Source: an optimization exercise on an open RTL-to-GDS flow (aim: small area). Production flows keep margins and buffers that such runs may drop.
Only the layout flow was run in this run; the RTL was not checked for function there.
Power is estimated from default activity; no workload was simulated.

File: flow/design.v
`timescale 1ns / 1ps
module clock(
input wire[0:1] sw,
input clk,
input clr,
input seth,	 
input setm,	 
output reg[3:0] an,
output reg[6:0] atog,
output reg[3:0] secondLow,	 
output reg[3:0] secondHigh	 
);
reg [3:0] hourLow;	 
reg [3:0] hourHigh;	 
reg [3:0] minuteLow; 
reg [3:0] minuteHigh; 
reg [26:0] counter;	 
reg [7:0] hour;		 
reg [7:0] minute;	 
reg [7:0] hourc;	 
reg [7:0] minutec;	 
reg [7:0] second;	 
reg [3:0] digit;	 
reg [1:0] s;
integer i;			 
always@(posedge clk or posedge clr)
begin
if (clr == 1)
	begin
	counter <= 0;
	hourLow <= 0;
	hourHigh <=0;
	minuteLow <= 0;
	minuteHigh <= 0;
	secondLow <= 0;
	secondHigh <= 0;
	hour <= 0;
	minute <= 0;
	second <= 0;
	hourc <= 0;
	minutec <= 0;
	end
else if(counter == 1000)
begin
	counter <= 0;
	if (setm == 1 && sw[1] == 0)	 
	begin
		if (minute == 59)
		begin
			minute <= 0;
			if (hour == 23 && sw[0] == 0)
			begin
			hour <= 0;
			end
			else if (hour == 11 && sw[0] == 1)
			begin
			hour <= 0;
			end
			else
			begin
			hour <= hour + 1;
			end
		end
		else if(minute < 59)
		begin
		minute <= minute + 1;
		end
	end
	if (setm == 1 && sw[1] == 1)	 
	begin
		if (minutec == 59)
		begin
		minutec <= 0;
		end
		else if (minutec < 59)
		begin
		minutec <= minutec + 1;
		end
	end
	if (seth ==1 && sw[1] == 0)	 
	begin
		if (hour == 23 && sw[0] == 0)
		begin
			hour <= 0;
			minute <= 0;
			second <= 0;
		end
		else if (hour == 11 && sw[0] == 1)
		begin
			hour <= 0;
			minute <= 0;
			second <= 0;
		end
		else
		begin
		hour <= hour + 1;
		end
	end
	if (seth == 1 && sw[1] == 1)  
	begin 
		if (hourc == 23 && sw[0] == 0)
		begin
		hourc <= 0;
		end
		else if (hourc == 11 && sw[0] == 1)
		begin
		hourc <= 0;
		end
		else
		begin
		hourc <= hourc + 1;
		end
	end
	if (second == 59)
	begin
		second <= 0;
		if (minute == 59)
		begin
			minute <= 0;
			if (hour == 23 && sw[0] == 0)
			begin
				hour <= 0;
				minute <= 0;
				second <= 0;
			end
			else if (hour == 11 && sw[0] == 1)
			begin
				hour <= 0;
				minute <= 0;
				second <= 0;
			end
			else
			begin
			hour <= hour + 1;
			end
		end
		else if (minute < 59)
		begin
		minute <= minute + 1;
		end	
	end
	else if(second < 59)
	begin
	second <= second + 1;
	end
	if (sw[0] == 0)
	begin
		if (sw[1] == 0)
		begin
			for (i=0; i<3; i=i+1) 
			begin
				if ((hour-i*10)<10)
				begin
					hourLow <= hour - i*10;
					hourHigh <= i;
				end
			end
		end
		else if(sw[1] == 1)
		begin
			for (i=0; i<3; i=i+1) 
			begin
				if ((hourc-i*10)<10)
				begin
					hourLow <= hourc - i*10;
					hourHigh <= i;
				end
			end		
		end
	end
	else if (sw[0] == 1)
	begin
		if (sw[1] == 0)
		begin
			for (i=0; i<2; i=i+1) 
			begin
				if ((hour-i*10)<10)
				begin
					hourLow <= hour - i*10;
					hourHigh <= i;
				end
			end	
		end
		else if (sw[1] == 1)
		begin
			for (i=0; i<2; i=i+1) 
			begin
				if ((hourc-i*10)<10)
				begin
					hourLow <= hourc - i*10;
					hourHigh <= i;
				end
			end	
		end
	end
	for (i=0; i<6; i=i+1) 
	begin
		if (sw[1] == 0)
		begin
			if((minute-i*10) < 10)
			begin
			minuteLow <= minute - i*10;
			minuteHigh <= i;
			end
		end
		else if (sw[1] == 1)
		begin
			if((minutec-i*10) < 10)
			begin
			minuteLow <= minutec - i*10;
			minuteHigh <= i;
			end
		end		
	end	
	if (minute == 0 || (hourc == hour && minute == minutec))
	begin
		if (secondLow == 0)
		begin
			secondLow <= 4'b1111;
			secondHigh <= 4'b1111;
		end
		else if (secondLow > 0)
		begin
			secondLow <= 4'b0000;
			secondHigh <= 4'b0000;
		end
	end
	else if (minute > 0)
	begin
	for(i=0; i<6; i=i+1) 
	begin
		if((second-i*10)<10)
		begin
		secondLow <= second - i*10;
		secondHigh <= i;
		end
	end
	end
end
else
begin
	counter <= counter+1;
end
end
always@(*)
begin
	an = 4'b1111;
	s=counter[5:4];
	an[s]=0;
	case(s)
		0:digit=minuteLow;
		1:digit=minuteHigh;
		2:digit=hourLow;
		3:digit=hourHigh;
	endcase
	case(digit)
       0:atog=7'b0000001;  
       1:atog=7'b1001111;  
       2:atog=7'b0010010;       
       3:atog=7'b0000110;  
       4:atog=7'b1001100;  
       5:atog=7'b0100100;  
       6:atog=7'b0100000;  
       7:atog=7'b0001111;  
       8:atog=7'b0000000;  
       9:atog=7'b0000100;  
       default:atog=7'b0000001; 
	endcase
end
endmodule
File: flow/run.sh
#!/bin/bash
# synth_recipe.tcl (not shown) runs the flow's synth.tcl, then flattens the netlist and writes it again
# the make line also repeats each setting of config.mk as NAME=value (left out here)
make -C /OpenROAD-flow-scripts/flow DESIGN_CONFIG=/design/flow/config.mk WORK_HOME=/design/flow/orfs CLKGATE_MAP_FILE= SYNTH_SCRIPT=/design/flow/synth_recipe.tcl finish
File: flow/config.mk
export PLATFORM = sky130hd
export DESIGN_NAME = clock
export DESIGN_NICKNAME = clock
export VERILOG_FILES = /design/flow/design.v
export SDC_FILE = /design/flow/constraint.sdc
export NUM_CORES = 4
export LEC_CHECK = 0
export CAP_MARGIN = 20
export CORE_MARGIN = 2
export CORE_UTILIZATION = 40
export SLEW_MARGIN = 20
File: flow/constraint.sdc
create_clock -name core_clock -period 10.0 [get_ports {clk}]
set_input_delay 2.0000 -clock core_clock [delete_from_list [all_inputs] [get_ports {clk}]]
set_output_delay 2.0000 -clock core_clock [all_outputs]
set_load 0.01 [all_outputs]
==> flow_summary_export.csv <==
group,metric,value,unit
clock_tree,cts_buffers,9,
synthesis,yosys-top-cells-count,"92 x nand2_1, 91 x dfrtp_1, 72 x nor2_1",
synthesis,yosysTopAreaCell,"dfrtp_1",
clock_tree,postCtsSetupBuffers,0,
placement,io_buffers,24,
critical_path,path_max_fanout,12,
power_and_ir_drop,p_sw_frac,0.243,
critical_path,crit_path_cell_trace,"mux4_2, ha_1, nand2_1, a21oi_1, clkdlybuf4s50_1",
clock_tree,cts_root_buf,"clkbuf_16",
critical_path,crit_path_end_kind,"output port",
min_path,hold_depth,1,
synthesis,synthCells,961,
drt,drc,0,
drt,drtIter0Drc,466,
synthesis,synth_flop_cell,"dfrtp_1",
critical_path,cpPeakStageDelay,710,ps
placement,dp_hpwl,14100,um
critical_path,r2r_cells,9,
drt,drt_pass1_iterations,7,
power_and_ir_drop,p_clk_frac,0.458,
floorplan,die_h,145,um
synthesis,yosysWarningCount,1,
timing,fin_tns_setup,0,ps
power_and_ir_drop,netSwitchingPower,0.000182,W
critical_path,critical-path-slowest-cell,"dfrtp_1",
cells_and_area,area_growth,8.12,%
synthesis,ys_seq_area_frac,0.287,
power_and_ir_drop,leakage,3.64,nW
synthesis,synthSimpleGateAreaFrac,0.233,
synthesis,synth_top_family_by_area,"simple AND/OR/NAND/NOR gates",
synthesis,synth_edf_count,0,
critical_path,cp_num_cells,5,
clock_tree,clk_path_buf_depth,2,
timing,relSlewSlack,0.336,
drt,postRouteAntennaNets,0,
critical_path,crit_buf_inv,1,
global_routing,grt_max_degree,49,
placement,post-place-ws,5010,ps
floorplan,rows,51,
critical_path,critPathTopFamily,"flip-flops",
timing,fin_ws,5180,ps
cells_and_area,nFillCells,1927,
synthesis,synthMuxAreaShare,0.0374,
synthesis,synthAdderAreaFrac,0.0962,
critical_path,crit_type,"reg2out",
clock_tree,cts_hold_buf,0,
drt,routed_via_density,5.69,
floorplan,fp.dieArea,21000,um2
cells_and_area,drive_gt1_frac,0.0581,
synthesis,yosys.area.top_type_share,0.287,
power_and_ir_drop,internal_power,0.000567,W
timing,setup_violations,0,
cells_and_area,fin_util,0.441,
clock_tree,clk_latency,350,ps
floorplan,fp.coreArea,19500,um2
synthesis,yosysMostFrequentCell,"nand2_1",
placement,gp_congestion,0.840,
timing,clock-skew-final,9.69,ps
synthesis,synth_area_leaders,"dfrtp_1 29%, ha_1 9.6%, nand2_1 4.4%",
critical_path,crit_required,8000,ps
power_and_ir_drop,ir_drop,0.0000918,V
clock_tree,cts_tree,"built",
synthesis,synth_xor_area_frac,0.0695,
critical_path,startpoint_type,"register",
min_path,hold_path.class,"reg2reg",
clock_tree,path_clk_slew,70,ps
synthesis,syn_avg_cell_area,8.26,um2
synthesis,yosysUniqueCellTypes,79,
job,max-cap-violations,0,
synthesis,synth_area,7940,um2
power_and_ir_drop,pwr-share-seq,0.498,
timing,final-max-slew-violation-count,0,
critical_path,critPathArrivalTime,2820,ps
drt,num_vias,6893,
run_status,outcome,"timing/DRC/antenna clean",
synthesis,async_flop_share,1.00,
global_routing,antenna_found_initial,0,
global_routing,grt_pass1_wl,32900,um
clock_tree,numClockSinks,91,
global_routing,track_usage,0.194,
timing,timing.final.crit_share,0.482,
global_routing,grt_pass1_vias,6436,
drt,wl_per_cell,16.3,um
floorplan,io_pins,25,
clock_tree,ctsHtreeMaxLevel,3,
timing,worst_pin_slew,994,ps
power_and_ir_drop,p_per_area,87.2,nW/um2
floorplan,initial_core_util,0.408,
timing,fmax,208,MHz
synthesis,syn-num-nets,1028,
cells_and_area,final_nets,1008,
timing,period_minus_slack,4820,ps
synthesis,synth_compound_area_frac,0.222,
floorplan,fp.dieW,145,um
drt,finalWirelength,19700,um
timing,finalHoldViolCount,0,
clock_tree,ctsResizeCount,0,
power_and_ir_drop,comb_power_share,0.044,
cells_and_area,antennaDiodeCount,0,
timing,rsz0062_at_grt,"no",
global_routing,grt_overflow,0,
synthesis,ys_seq_elements,91,
-- area by class of cell --
| cell class | instances | area, um2 | share of cell area |
|---|---|---|---|
| Sequential cell | 91 | 2280 | 0.265 |
| Inverter | 47 | 179 | 0.0209 |
| Clock buffer | 11 | 253 | 0.0295 |
| Clock inverter | 5 | 42.5 | 0.00496 |
| Multi-Input combinational cell | 764 | 5230 | 0.609 |
| Tap cell | 265 | 332 | 0.0386 |
| Timing Repair Buffer | 28 | 270 | 0.0315 |
-- through the flow --
step                      power (W)  instance area, um2  hold slack [ps]  instances
final                      0.000748                8580              486       1211
after global routing       0.000776                8580              508       1211
after CTS                  0.000758                8580              486       1211
after detailed placement   0.000413                8280              475       1195
after global placement     0.000413                8280              462       1195
after floorplan            0.000401                7940              445        961
-- power groups by stage --
stage / Clock (W) / Combinational, W / Sequential (W)
final: 0.000343 / 0.0000329 / 0.000372
after global routing: 0.000366 / 0.0000377 / 0.000373
after CTS: 0.000352 / 0.0000336 / 0.000372
after detailed placement: 0 / 0.0000336 / 0.000380
after global placement: 0 / 0.0000334 / 0.000380
after floorplan: 0 / 0.0000235 / 0.000378
-- layout by cell type (no fill, tap or decap), types with 9 or more instances in the layout --
cell	n
a21o_1	13
o21a_1	11
ha_1	61
nor4b_1	9
inv_1	44
mux2i_1	15
or3_1	9
dfrtp_1	91
o22ai_1	9
a21oi_1	65
nand3b_1	10
clkbuf_16	9
xnor2_1	39
nor2b_1	12
o31ai_1	13
and2_1	12
nand4_1	16
o21ai_0	61
and3_1	10
nor4_1	9
clkdlybuf4s50_1	24
nand2b_1	18
a31oi_1	13
nor3_1	20
nor2_1	72
nand3_1	28
a211oi_1	9
xor2_1	24
nand2_1	92
-- logic make-up (layout without fill, tap and decap cells) --
logic type      Yosys count  in the layout
simple gates            351            351
buf+inv                 106             91
xor+xnor                 63             63
flops                    91             91
mux                      24             24
fa+ha+maj                61             61
compound gates          265            265
-- worst paths after layout --
kind / startpoint / end / slack (ps)
min in group asynchronous: clr / counter[9]$_DFF_PP0_ / 2070
max in group asynchronous: clr / minutec[0]$_DFFE_PP0P_ / 6890
worst min register to register: counter[26]$_DFF_PP0_ / counter[26]$_DFF_PP0_ / 490
worst max register to register: minute[3]$_DFFE_PP0N_ / minuteLow[2]$_DFFE_PP0N_ / 6380
worst max-delay path: counter[4]$_DFF_PP0_ / atog[3] / 5180
worst min-delay path: counter[26]$_DFF_PP0_ / counter[26]$_DFF_PP0_ / 490
-- layer usage --
| metal | GRT usage | share of wire | wire length (um) | vias up |
|---|---|---|---|---|
| li1 | - | - | - | 3434 |
| met1 | 0.278 | 0.50 | 9810 | 3330 |
| met2 | 0.311 | 0.46 | 9030 | 116 |
| met3 | 0.0267 | 0.037 | 725 | 13 |
| met4 | 0.0439 | 0.0085 | 168 | 0 |
| met5 | 0 | 0 | 0 | - |
-- flip-flops by register name, indices dropped and copies added, names as in the netlist --
name and flops:
counter 27, hour 8, hourc 8, minute 8, minutec 8, second 8, hourHigh 4, hourLow 4
minuteHigh 4, minuteLow 4, secondHigh 4, secondLow 4

-- afterwards: timing with drivers on the ports --
How much do the figures lean on ideal ports? The routed layout below was timed once more, with nothing changed but the port constraints.
Step 1 assumes that a clkbuf_16 drives the clock port and a buf_2 every other input.
Step 2 moves the port delays by t, midway between the first and last clock arrival at a register: inputs arrive t later, outputs are due t later. That takes back most of the time a late clock gives input paths.
Slacks: no drivers / after step 1 / after step 2; pairs: no drivers / after step 1.
t, ns: 0.390
setup WS [ns]: 5.184 / 5.140 / 4.949
worst setup path after step 2: input to register
worst slew at a driven data input, ns: 0.04
After both steps setup and hold are still met in this run. The setup slack of this run moves by -0.044 ns with the drivers and by -0.235 ns with both steps.
